This design comes from an exercise in tuning for small area, a short achievable clock period and few clock cycles per item on the open sky130 flow, not from production work.
No functional check of the RTL was part of any run shown here.
Power is estimated from default activity; no workload was simulated.

### flow/abc.script
strash
&get -n
&st
&if -g -K 4
&st
&dch
&nf
&put
buffer
upsize
dnsize
### config.mk
export PLATFORM = sky130hd
export DESIGN_NAME = top
export DESIGN_NICKNAME = top
export VERILOG_FILES = /design/flow/design.v
export SDC_FILE = /design/flow/constraint.sdc
export NUM_CORES = 4
export LEC_CHECK = 0
export CAP_MARGIN = 20
export CORE_MARGIN = 2
export CORE_UTILIZATION = 40
export SLEW_MARGIN = 20
### flow/run.sh
#!/bin/bash
# Standard ORFS layout with three changes:
#  - synthesis maps the logic with flow/abc.script instead of ORFS's ABC
#    script (the registers and their names are those of the standard
#    synthesis, which this flow otherwise runs unchanged);
#  - full adders are not extracted into fa/ha cells, so ABC maps the adder
#    trees itself;
#  - the port buffers are plain small buffers, not the delay buffers that
#    buffer_ports picks by default.
set -euo pipefail
W=$PWD
cat > "$W/own_synth.tcl" <<EOT
proc abc {args} {
  set i [lsearch -exact \$args -script]
  if {\$i >= 0} { lset args [expr {\$i + 1}] $W/flow/abc.script }
  yosys abc {*}\$args
}
source $W/synth_recipe.tcl
EOT
bash standard.sh "SYNTH_SCRIPT=$W/own_synth.tcl" "ADDER_MAP_FILE=" \
  "BUFFER_PORTS_ARGS=-buffer_cell sky130_fd_sc_hd__buf_1" finish > flow.log 2>&1
### constraint.sdc
create_clock -name core_clock -period 3.5 [get_ports {clk}]
set_input_delay 0.7000 -clock core_clock [delete_from_list [all_inputs] [get_ports {clk}]]
set_output_delay 0.7000 -clock core_clock [all_outputs]
set_load 0.01 [all_outputs]
### design.v
`default_nettype none
module top #(
    parameter WIDTH = 4
) (
    input wire clk,
    input wire rst,
    input wire               in_valid,
    input wire [WIDTH*4-1:0] in_data,
    output wire              in_ready,
    output reg               out_valid,
    output reg [WIDTH*4-1:0] out_data,
    input wire               out_ready
);
    wire [3:0] a0 = in_data[3:0];
    wire [3:0] b0 = in_data[7:4];
    wire [3:0] a1 = in_data[11:8];
    wire [3:0] b1 = in_data[15:12];
    wire [7:0] p0, p1;
    wire m0_pp00 = a0[0] & b0[0];
    wire m0_pp01 = a0[0] & b0[1];
    wire m0_pp02 = a0[0] & b0[2];
    wire m0_pp03 = a0[0] & b0[3];
    wire m0_pp10 = a0[1] & b0[0];
    wire m0_pp11 = a0[1] & b0[1];
    wire m0_pp12 = a0[1] & b0[2];
    wire m0_pp13 = a0[1] & b0[3];
    wire m0_pp20 = a0[2] & b0[0];
    wire m0_pp21 = a0[2] & b0[1];
    wire m0_pp22 = a0[2] & b0[2];
    wire m0_pp23 = a0[2] & b0[3];
    wire m0_pp30 = a0[3] & b0[0];
    wire m0_pp31 = a0[3] & b0[1];
    wire m0_pp32 = a0[3] & b0[2];
    wire m0_pp33 = a0[3] & b0[3];
    wire m0_hs0 = m0_pp03 ^ m0_pp12;
    wire m0_hc0 = m0_pp03 & m0_pp12;
    wire m0_hs1 = m0_pp13 ^ m0_pp22;
    wire m0_hc1 = m0_pp13 & m0_pp22;
    wire m0_hs2 = m0_pp02 ^ m0_pp11;
    wire m0_hc2 = m0_pp02 & m0_pp11;
    wire m0_fs3 = m0_hs0 ^ m0_pp21 ^ m0_pp30;
    wire m0_fc3 = (m0_hs0 & m0_pp21) | (m0_hs0 & m0_pp30) | (m0_pp21 & m0_pp30);
    wire m0_fs4 = m0_hc0 ^ m0_hs1 ^ m0_pp31;
    wire m0_fc4 = (m0_hc0 & m0_hs1) | (m0_hc0 & m0_pp31) | (m0_hs1 & m0_pp31);
    wire m0_fs5 = m0_hc1 ^ m0_pp23 ^ m0_pp32;
    wire m0_fc5 = (m0_hc1 & m0_pp23) | (m0_hc1 & m0_pp32) | (m0_pp23 & m0_pp32);
    wire [7:0] m0_ra = {1'b0, m0_fc5, m0_fc4, m0_fc3, m0_hc2, m0_hs2, m0_pp01, m0_pp00};
    wire [7:0] m0_rb = {1'b0, m0_pp33, m0_fs5, m0_fs4, m0_fs3, m0_pp20, m0_pp10, 1'b0};
    wire [7:0] m0_g0 = m0_ra & m0_rb;
    wire [7:0] m0_t0 = m0_ra ^ m0_rb;
    wire [7:0] m0_g1, m0_t1;
    assign m0_g1[0] = m0_g0[0];
    assign m0_t1[0] = m0_t0[0];
    assign m0_g1[1] = m0_g0[1] | (m0_t0[1] & m0_g0[0]);
    assign m0_t1[1] = m0_t0[1] & m0_t0[0];
    assign m0_g1[2] = m0_g0[2] | (m0_t0[2] & m0_g0[1]);
    assign m0_t1[2] = m0_t0[2] & m0_t0[1];
    assign m0_g1[3] = m0_g0[3] | (m0_t0[3] & m0_g0[2]);
    assign m0_t1[3] = m0_t0[3] & m0_t0[2];
    assign m0_g1[4] = m0_g0[4] | (m0_t0[4] & m0_g0[3]);
    assign m0_t1[4] = m0_t0[4] & m0_t0[3];
    assign m0_g1[5] = m0_g0[5] | (m0_t0[5] & m0_g0[4]);
    assign m0_t1[5] = m0_t0[5] & m0_t0[4];
    assign m0_g1[6] = m0_g0[6] | (m0_t0[6] & m0_g0[5]);
    assign m0_t1[6] = m0_t0[6] & m0_t0[5];
    assign m0_g1[7] = m0_g0[7] | (m0_t0[7] & m0_g0[6]);
    assign m0_t1[7] = m0_t0[7] & m0_t0[6];
    wire [7:0] m0_g2, m0_t2;
    assign m0_g2[0] = m0_g1[0];
    assign m0_t2[0] = m0_t1[0];
    assign m0_g2[1] = m0_g1[1];
    assign m0_t2[1] = m0_t1[1];
    assign m0_g2[2] = m0_g1[2] | (m0_t1[2] & m0_g1[0]);
    assign m0_t2[2] = m0_t1[2] & m0_t1[0];
    assign m0_g2[3] = m0_g1[3] | (m0_t1[3] & m0_g1[1]);
    assign m0_t2[3] = m0_t1[3] & m0_t1[1];
    assign m0_g2[4] = m0_g1[4] | (m0_t1[4] & m0_g1[2]);
    assign m0_t2[4] = m0_t1[4] & m0_t1[2];
    assign m0_g2[5] = m0_g1[5] | (m0_t1[5] & m0_g1[3]);
    assign m0_t2[5] = m0_t1[5] & m0_t1[3];
    assign m0_g2[6] = m0_g1[6] | (m0_t1[6] & m0_g1[4]);
    assign m0_t2[6] = m0_t1[6] & m0_t1[4];
    assign m0_g2[7] = m0_g1[7] | (m0_t1[7] & m0_g1[5]);
    assign m0_t2[7] = m0_t1[7] & m0_t1[5];
    wire [7:0] m0_g3, m0_t3;
    assign m0_g3[0] = m0_g2[0];
    assign m0_t3[0] = m0_t2[0];
    assign m0_g3[1] = m0_g2[1];
    assign m0_t3[1] = m0_t2[1];
    assign m0_g3[2] = m0_g2[2];
    assign m0_t3[2] = m0_t2[2];
    assign m0_g3[3] = m0_g2[3];
    assign m0_t3[3] = m0_t2[3];
    assign m0_g3[4] = m0_g2[4] | (m0_t2[4] & m0_g2[0]);
    assign m0_t3[4] = m0_t2[4] & m0_t2[0];
    assign m0_g3[5] = m0_g2[5] | (m0_t2[5] & m0_g2[1]);
    assign m0_t3[5] = m0_t2[5] & m0_t2[1];
    assign m0_g3[6] = m0_g2[6] | (m0_t2[6] & m0_g2[2]);
    assign m0_t3[6] = m0_t2[6] & m0_t2[2];
    assign m0_g3[7] = m0_g2[7] | (m0_t2[7] & m0_g2[3]);
    assign m0_t3[7] = m0_t2[7] & m0_t2[3];
    assign p0 = m0_t0 ^ {m0_g3[6:0], 1'b0};
    wire m1_pp00 = a1[0] & b1[0];
    wire m1_pp01 = a1[0] & b1[1];
    wire m1_pp02 = a1[0] & b1[2];
    wire m1_pp03 = a1[0] & b1[3];
    wire m1_pp10 = a1[1] & b1[0];
    wire m1_pp11 = a1[1] & b1[1];
    wire m1_pp12 = a1[1] & b1[2];
    wire m1_pp13 = a1[1] & b1[3];
    wire m1_pp20 = a1[2] & b1[0];
    wire m1_pp21 = a1[2] & b1[1];
    wire m1_pp22 = a1[2] & b1[2];
    wire m1_pp23 = a1[2] & b1[3];
    wire m1_pp30 = a1[3] & b1[0];
    wire m1_pp31 = a1[3] & b1[1];
    wire m1_pp32 = a1[3] & b1[2];
    wire m1_pp33 = a1[3] & b1[3];
    wire m1_hs0 = m1_pp03 ^ m1_pp12;
    wire m1_hc0 = m1_pp03 & m1_pp12;
    wire m1_hs1 = m1_pp13 ^ m1_pp22;
    wire m1_hc1 = m1_pp13 & m1_pp22;
    wire m1_hs2 = m1_pp02 ^ m1_pp11;
    wire m1_hc2 = m1_pp02 & m1_pp11;
    wire m1_fs3 = m1_hs0 ^ m1_pp21 ^ m1_pp30;
    wire m1_fc3 = (m1_hs0 & m1_pp21) | (m1_hs0 & m1_pp30) | (m1_pp21 & m1_pp30);
    wire m1_fs4 = m1_hc0 ^ m1_hs1 ^ m1_pp31;
    wire m1_fc4 = (m1_hc0 & m1_hs1) | (m1_hc0 & m1_pp31) | (m1_hs1 & m1_pp31);
    wire m1_fs5 = m1_hc1 ^ m1_pp23 ^ m1_pp32;
    wire m1_fc5 = (m1_hc1 & m1_pp23) | (m1_hc1 & m1_pp32) | (m1_pp23 & m1_pp32);
    wire [7:0] m1_ra = {1'b0, m1_fc5, m1_fc4, m1_fc3, m1_hc2, m1_hs2, m1_pp01, m1_pp00};
    wire [7:0] m1_rb = {1'b0, m1_pp33, m1_fs5, m1_fs4, m1_fs3, m1_pp20, m1_pp10, 1'b0};
    wire [7:0] m1_g0 = m1_ra & m1_rb;
    wire [7:0] m1_t0 = m1_ra ^ m1_rb;
    wire [7:0] m1_g1, m1_t1;
    assign m1_g1[0] = m1_g0[0];
    assign m1_t1[0] = m1_t0[0];
    assign m1_g1[1] = m1_g0[1] | (m1_t0[1] & m1_g0[0]);
    assign m1_t1[1] = m1_t0[1] & m1_t0[0];
    assign m1_g1[2] = m1_g0[2] | (m1_t0[2] & m1_g0[1]);
    assign m1_t1[2] = m1_t0[2] & m1_t0[1];
    assign m1_g1[3] = m1_g0[3] | (m1_t0[3] & m1_g0[2]);
    assign m1_t1[3] = m1_t0[3] & m1_t0[2];
    assign m1_g1[4] = m1_g0[4] | (m1_t0[4] & m1_g0[3]);
    assign m1_t1[4] = m1_t0[4] & m1_t0[3];
    assign m1_g1[5] = m1_g0[5] | (m1_t0[5] & m1_g0[4]);
    assign m1_t1[5] = m1_t0[5] & m1_t0[4];
    assign m1_g1[6] = m1_g0[6] | (m1_t0[6] & m1_g0[5]);
    assign m1_t1[6] = m1_t0[6] & m1_t0[5];
    assign m1_g1[7] = m1_g0[7] | (m1_t0[7] & m1_g0[6]);
    assign m1_t1[7] = m1_t0[7] & m1_t0[6];
    wire [7:0] m1_g2, m1_t2;
    assign m1_g2[0] = m1_g1[0];
    assign m1_t2[0] = m1_t1[0];
    assign m1_g2[1] = m1_g1[1];
    assign m1_t2[1] = m1_t1[1];
    assign m1_g2[2] = m1_g1[2] | (m1_t1[2] & m1_g1[0]);
    assign m1_t2[2] = m1_t1[2] & m1_t1[0];
    assign m1_g2[3] = m1_g1[3] | (m1_t1[3] & m1_g1[1]);
    assign m1_t2[3] = m1_t1[3] & m1_t1[1];
    assign m1_g2[4] = m1_g1[4] | (m1_t1[4] & m1_g1[2]);
    assign m1_t2[4] = m1_t1[4] & m1_t1[2];
    assign m1_g2[5] = m1_g1[5] | (m1_t1[5] & m1_g1[3]);
    assign m1_t2[5] = m1_t1[5] & m1_t1[3];
    assign m1_g2[6] = m1_g1[6] | (m1_t1[6] & m1_g1[4]);
    assign m1_t2[6] = m1_t1[6] & m1_t1[4];
    assign m1_g2[7] = m1_g1[7] | (m1_t1[7] & m1_g1[5]);
    assign m1_t2[7] = m1_t1[7] & m1_t1[5];
    wire [7:0] m1_g3, m1_t3;
    assign m1_g3[0] = m1_g2[0];
    assign m1_t3[0] = m1_t2[0];
    assign m1_g3[1] = m1_g2[1];
    assign m1_t3[1] = m1_t2[1];
    assign m1_g3[2] = m1_g2[2];
    assign m1_t3[2] = m1_t2[2];
    assign m1_g3[3] = m1_g2[3];
    assign m1_t3[3] = m1_t2[3];
    assign m1_g3[4] = m1_g2[4] | (m1_t2[4] & m1_g2[0]);
    assign m1_t3[4] = m1_t2[4] & m1_t2[0];
    assign m1_g3[5] = m1_g2[5] | (m1_t2[5] & m1_g2[1]);
    assign m1_t3[5] = m1_t2[5] & m1_t2[1];
    assign m1_g3[6] = m1_g2[6] | (m1_t2[6] & m1_g2[2]);
    assign m1_t3[6] = m1_t2[6] & m1_t2[2];
    assign m1_g3[7] = m1_g2[7] | (m1_t2[7] & m1_g2[3]);
    assign m1_t3[7] = m1_t2[7] & m1_t2[3];
    assign p1 = m1_t0 ^ {m1_g3[6:0], 1'b0};
    assign in_ready = out_ready;
    always @(posedge clk) begin
        if (rst) begin
            out_valid <= 1'b0;
        end else if (out_ready) begin
            out_valid <= in_valid;
        end
        if (out_ready) begin
            out_data <= {p1, p0};
        end
    end
endmodule
### standard.sh
#!/bin/bash
# synth_recipe.tcl (not shown) runs the flow's synth.tcl, then flattens the netlist and writes it again
# the make line also repeats each setting of config.mk as NAME=value (left out here)
make -C /OpenROAD-flow-scripts/flow DESIGN_CONFIG=/design/flow/config.mk WORK_HOME=/design/flow/orfs CLKGATE_MAP_FILE= SYNTH_SCRIPT=/design/flow/synth_recipe.tcl "${@:-finish}"
==> results of run 1 <==
## where the power goes
group | switching [uW] | internal, uW
Sequential | 6.83 | 257
Clock | 60.2 | 42.4
Combinational | 108 | 73.9
Total | 175 | 373
## flip-flops by register name, summed over array words and instances (netlist names)
register	count
out_data	16
out_valid	1
## worst max-delay path, delay by kind of cell
family | cells | cell delay (ns)
AO/OA/AOI/OAI | 1 | 0.33
AND/OR/NAND/NOR | 1 | 0.27
buffers and inverters | 1 | 0.33
XOR/XNOR | 3 | 0.79
## through the flow
stage	cells	power (uW)	setup slack, ns	hold slack (ns)	area (um^2)
global placement	221	446	0.941	0.473	1530
global route	225	584	1.03	0.582	1560
finish	225	548	1.12	0.516	1560
CTS	225	555	1.15	0.530	1560
floorplan	140	395	1.17	0.528	1350
detailed placement	221	450	0.852	0.504	1530
## final cells by class
| cell class | instances | area share [%] |
|---|---|---|
| clock buffer | 3 | 1.45 |
| sequential | 17 | 32.2 |
| timing repair buffer | 38 | 9.41 |
| clock inverter | 1 | 0.322 |
| tap | 46 | 3.70 |
| multi-input combinational | 120 | 53.0 |
## worst max-delay path by stage
stage / from / endpoint / cells past startpoint
global route: in_data[9] / out_data[14]$_DFFE_PP_ / 7
CTS: in_data[9] / out_data[14]$_DFFE_PP_ / 6
finish: in_data[9] / out_data[14]$_DFFE_PP_ / 6
floorplan: in_data[9] / out_data[14]$_DFFE_PP_ / 6
global placement: in_data[1] / out_data[6]$_DFFE_PP_ / 6
detailed placement: in_data[9] / out_data[14]$_DFFE_PP_ / 6
## per-layer routing
| layer | track usage (%) | wire (um) | up-vias |
|---|---|---|---|
| li1 | - | - | 624 |
| met1 | 20.8 | 1410 | 541 |
| met2 | 22.5 | 1210 | 28 |
| met3 | 3.73 | 126 | 2 |
| met4 | 3.65 | 19 | 0 |
| met5 | 0 | 0 | - |
## placed cells by master (no fill, tap or decap), drive strengths merged, types with 3 or more instances in the layout
cell    count
buf        38
nand2      24
edfxtp     16
nand4      12
xnor2      10
xor2       10
a22oi       8
nor2        7
a31oi       6
a22o        4
nand3       4
a21oi       4
maj3        4
clkbuf      3
## logic make-up after synthesis
| group | Yosys count |
|---|---|
| mux | 1 |
| buf+inv | 3 |
| fa+ha+maj | 4 |
| flops | 17 |
| simple gates | 59 |
| xor+xnor | 22 |
| compound gates | 34 |
==> impl_metrics.tcl, run 1 <==
set metrics [dict create \
    vias 1195 \
    max_slew.worst_pin.slew_ns 0.416 \
    port_buffers 37 \
    path_cells "buf_1, nand4_1, xor3_2, xnor2_1, o31a_1, xnor2_1" \
    row_count 21 \
    vdd_drop_max_mv 0.236 \
    io_pins 38 \
    status "no timing/DRC/antenna violations" \
    seqCellArea_um2 500 \
    ctsHoldBuffers 0 \
    synth_top_family_by_area "simple AND/OR/NAND/NOR gates" \
    synthMuxAreaShare_pct 0.742 \
    via_per_inst 5.31 \
    synth-main-ff-cell "edfxtp_1" \
    ant_nets 0 \
    postCtsSetupBuffers 0 \
    cts_root_buf "clkbuf_4" \
    die_height_um 62.1 \
    syn_to_final_growth_pct 15.4 \
    yosysSeqAreaShare_pct 37.1 \
    worstHoldStart "out_valid$_SDFFE_PP0P_" \
    synth_cell_types 31 \
    synth_xor_area_share_pct 16.7 \
    yosysTopAreaCell "edfxtp_1" \
    multiInputGateArea_um2 825 \
    r2r_cells 2 \
    p_per_area_nw_per_um2 352 \
    antenna_cells 0 \
    cap_violations 0 \
    cts_sinks 17 \
    cts_tree "done" \
    crit_fanout 10 \
    die_area_um2 3850 \
    power_leakage_uw 0.000570 \
    finalWeightedCongestion 0.823 \
    async_flop_share_pct 0 \
    dp_hpwl_um 2150 \
    synth-edff-count 16 \
    post_drt_wl_per_cell_um 12.3 \
    ys_seq_elements 17 \
    finalSetupViolations 0 \
    grt_max_degree 18 \
    cts.clk_slew.worst_paths_ns 0.10 \
    critPathCaptureType "flip-flop" \
    synth_top_area_share_pct 35.6 \
    ff2ff_setup_slack_ns 2.91 \
    avgSynthCellArea_um2 9.63 \
    timing.rr.start "out_valid$_SDFFE_PP0P_" \
    arrival_ns 2.42 \
    core_area_um2 3280 \
    finalHoldViolations 0 \
    cp.required_ns 3.54 \
    grt_pass1_wl_um 4190 \
    fin_crit_sh_pct 68.1 \
    clk_path_buf_depth 2 \
    wl_um 2770 \
    fin_util_pct 47.4 \
    synth-simple-area-share_pct 22.5 \
    synth_nets 160 \
    drc_errors 0 \
    worstSetupPathType "in2reg" \
    hp-class "reg2reg" \
    cp-start-kind "primary input" \
    skew_ns 0 \
    ys_top_cells_by_area "edfxtp_1, nand2_1, xnor2_1, xor2_1, nand4_1" \
    crit_top_cell "xnor2_1" \
    cts_buffers 3 \
    grt_pass1_vias 980 \
    num-fill-cells 330 \
    reg2reg_to "out_valid$_SDFFE_PP0P_" \
    grt_usage_pct 14.7 \
    fin_crit_ns 2.38 \
    drt_pre_antenna_iters 4 \
    ys_top_cells_by_count "nand2_1, edfxtp_1, nand4_1" \
    antenna_found_initial 0 \
    htree_num_levels 1 \
    nNetsFinal 200 \
    drv_slew 0 \
    fin_setup_tns_ns 0 \
    cts_resized 0 \
    synth_fa_ha_area_share_pct 3.15 \
    crit_slowest_cell "xor3_2" \
    synth.most_common_cell "nand2_1" \
    hold_depth 2 \
    max_stage_delay_ns 0.50 \
    syn-cell-area_um2 1350 \
    clk-insertion-delay-late_ns 0.28 \
    hold_end "out_valid$_SDFFE_PP0P_" \
    synth-compound-area-share_pct 18.0 \
    drt_first_iter_violations 39 \
    die_w_um 62.1 \
    max_freq_mhz 419 \
    rsz0062_at_grt "no" \
    syn-instance-count 140 \
    final_layout_size_suffix_gt1_share_pct 7.26 \
    slew_headroom_pct 72.0 \
    yosysWarnings 1 \
    initial_core_util_pct 41.1 \
    grt-ovfl-total 0 \
]
==> inputs of run 2 (changes only) <==
--- a/config.mk
+++ b/config.mk
@@ -10,2 +10,3 @@
 export CORE_UTILIZATION = 40
+export SETUP_SLACK_MARGIN = 1.75
 export SLEW_MARGIN = 20
==> run 2 against run 1 <==
Effect of this change: final area up 33%; utilization up 15 points; critical path depth up 1; global-route usage up 2.3 points; non-clock buffer count up 18; sequential power about the same; wire length up 24%; critical path type unchanged.
==> impl_metrics.tcl, run 2 <==
set metrics [dict create \
    ys_top_cells_by_count "nand2_1, edfxtp_1, nand4_1" \
    via_per_inst 5.57 \
    slew_headroom_pct 66.3 \
    dpl-instance-area_um2 1590 \
    cts_tree "done" \
    fin_setup_tns_ns 0 \
    synth_nets 160 \
    worst_slack_ns 1.38 \
    async_flop_share_pct 0 \
    drt_first_iter_violations 36 \
    cts_buffers 3 \
    ys_seq_elements 17 \
    yosysSeqAreaShare_pct 37.1 \
    initial_core_util_pct 41.1 \
    num-fill-cells 275 \
    max_freq_mhz 473 \
    clk-insertion-delay-late_ns 0.28 \
    dp_hpwl_um 2220 \
    grt_max_degree 18 \
    max_slew.worst_pin.slew_ns 0.500 \
    drc_errors 0 \
    vias 1354 \
    drv_slew 0 \
    fin_util_pct 62.8 \
    io_pins 38 \
    ctsHoldBuffers 0 \
    nNetsFinal 218 \
    yosysTopAreaCell "edfxtp_1" \
    hp-class "reg2reg" \
    layout_common_cells "nand2_1, buf_1, edfxtp_1" \
    fin_crit_ns 2.12 \
    layout_commonest_cell "nand2_1" \
    syn-cell-area_um2 1350 \
    die_w_um 62.1 \
    wl_um 3440 \
    yosysWarnings 1 \
    max_flop_register "out_data" \
    finalInstanceArea_um2 2060 \
    clk_path_buf_depth 2 \
    worstSetupPathType "in2reg" \
    cap_violations 0 \
    grt_usage_pct 17.0 \
    avgSynthCellArea_um2 9.63 \
    cts_sinks 17 \
    power_leakage_uw 0.000800 \
    critPathCaptureType "flip-flop" \
    port_buffers 37 \
    cts_root_buf "clkbuf_4" \
    grt_pass1_wl_um 4840 \
    cts.clk_slew.worst_paths_ns 0.08 \
    reg.largest.list "out_data: 16 flops, out_valid: 1 flops" \
    ys_top_cells_by_area "edfxtp_1, nand2_1, xnor2_1, xor2_1, nand4_1" \
    syn-instance-count 140 \
    synth-edff-count 16 \
    finalSetupViolations 0 \
    largest_reg_flops 16 \
    status "no timing/DRC/antenna violations" \
    rsz0062_at_grt "yes" \
    grt_pass1_vias 1071 \
    finalHoldViolations 0 \
    crit_fanout 7 \
    syn_to_final_growth_pct 53.0 \
    arrival_ns 2.15 \
    antenna_found_initial 0 \
    final_layout_size_suffix_gt1_share_pct 37.6 \
    die_area_um2 3850 \
    grt-ovfl-total 0 \
    post_drt_wl_per_cell_um 14.2 \
    drt_pre_antenna_iters 4 \
    cp-start-kind "primary input" \
    ant_nets 0 \
    finalWeightedCongestion 0.840 \
    fin_crit_sh_pct 60.4 \
    htree_num_levels 1 \
    synth.most_common_cell "nand2_1" \
    cp.required_ns 3.53 \
    pre_cts_slack_ns 0.825 \
    vdd_drop_max_mv 0.111 \
    antenna_cells 0 \
    synth_top_area_share_pct 35.6 \
    synth_cell_types 31 \
    core_area_um2 3280 \
    row_count 21 \
    synth-main-ff-cell "edfxtp_1" \
    skew_ns 0 \
    die_height_um 62.1 \
    hold_slack_ns 0.500 \
    p_per_area_nw_per_um2 303 \
]
run 2: cell counts after synthesis:
Identical to the previous run, type by type.
run 2: per-layer routing:
| layer | vias to the layer above | routed length (um) | track usage (%) | part of all wire [%] |
|---|---|---|---|---|
| met1 | 640 | 1540 | 23.5 | 45 |
| met2 | 52 | 1690 | 26.8 | 49 |
| li1 | 660 | - | - | - |
| met5 | - | 0 | 0 | 0 |
| met4 | 0 | 23 | 6.69 | 0.67 |
| met3 | 2 | 189 | 2.28 | 5.5 |
run 2: cells by family (layout without fill, tap and decap cells):
logic type	after synthesis	in the layout	synth area share (%)
simple gates	59	59	22.5
compound gates	34	34	18.0
xor+xnor	22	22	16.7
flops	17	17	37.1
fa+ha+maj	4	4	3.15
buf+inv	3	60	1.76
mux	1	1	0.742
run 2: cell type report:
type	count	area [um^2]	share of cell area, %
clock buffer	4	26.3	1.27
multi-input combinational	120	995	48.2
sequential	17	500	24.3
tap	46	57.6	2.79
timing repair buffer	56	484	23.5
run 2: through the flow:
| stage | total power (uW) | instances |
|---|---|---|
| 2_1_floorplan | 408 | 140 |
| 3_3_place_gp | 458 | 221 |
| 3_5_place_dp | 462 | 221 |
| 4_1_cts | 602 | 236 |
| 5_1_grt | 661 | 243 |
| 6_report | 625 | 243 |
run 2: power breakdown:
| group | internal (uW) | total, uW | leakage, uW | switching (uW) |
|---|---|---|---|---|
| clock | 44.2 | 96.4 | 0.0000150 | 52.2 |
| sequential | 257 | 263 | 0.000164 | 5.98 |
| combinational | 132 | 265 | 0.000622 | 133 |
| total | 433 | 625 | 0.000800 | 192 |
run 2: path summary, 6_finish.rpt:
kind	start	endpoint	slack [ns]	cells after the start
worst min register to register	out_valid$_SDFFE_PP0P_	out_valid$_SDFFE_PP0P_	0.50	2
worst max register to register	out_valid$_SDFFE_PP0P_	out_valid$_SDFFE_PP0P_	2.93	2
worst max-delay path	in_data[7]	out_data[6]$_DFFE_PP_	1.38	7
worst min-delay path	out_valid$_SDFFE_PP0P_	out_valid$_SDFFE_PP0P_	0.50	2
run 2: worst max-delay path: stages:
cell	delay, ns
buf_8	0.09
nand4_1	0.12
buf_4	0.16
xor3_2	0.44
xnor2_1	0.16
o31a_1	0.33
xnor2_1	0.14
run 2: timing repair:
action                                  in CTS  in global routing
resized for setup                           61                 21
cloned                                       0                  1
pin swaps                                   20                 18
endpoints found under the setup margin      11                 11
buffers inserted                            11                  6

static timing again, ports no longer ideal:
Ports are ideal in the flow. The routed layouts listed here were re-timed in OpenROAD.
Step 1: set_driving_cell puts a clkbuf_16 on clk and a buf_2 on each other input, an assumption about the parent block.
Step 2, shift: input delay + t, output delay - t, t = (earliest + latest rising clock arrival at the registers) / 2. This alone moves slack from input paths to output paths.
Three values: ideal, step 1, step 2; two values: the first two.
run | t, ns | setup slack, ns | cell pins on the clock port's net
run 1 | 0.305 | 1.116 / 1.117 / 0.812 | 1
run 2 | 0.297 | 1.384 / 1.293 / 0.995 | 1
After both steps every run listed still meets setup and hold. The setup slack of run 2, which loses most, moves by -0.091 ns with the drivers and by -0.389 ns with both steps.
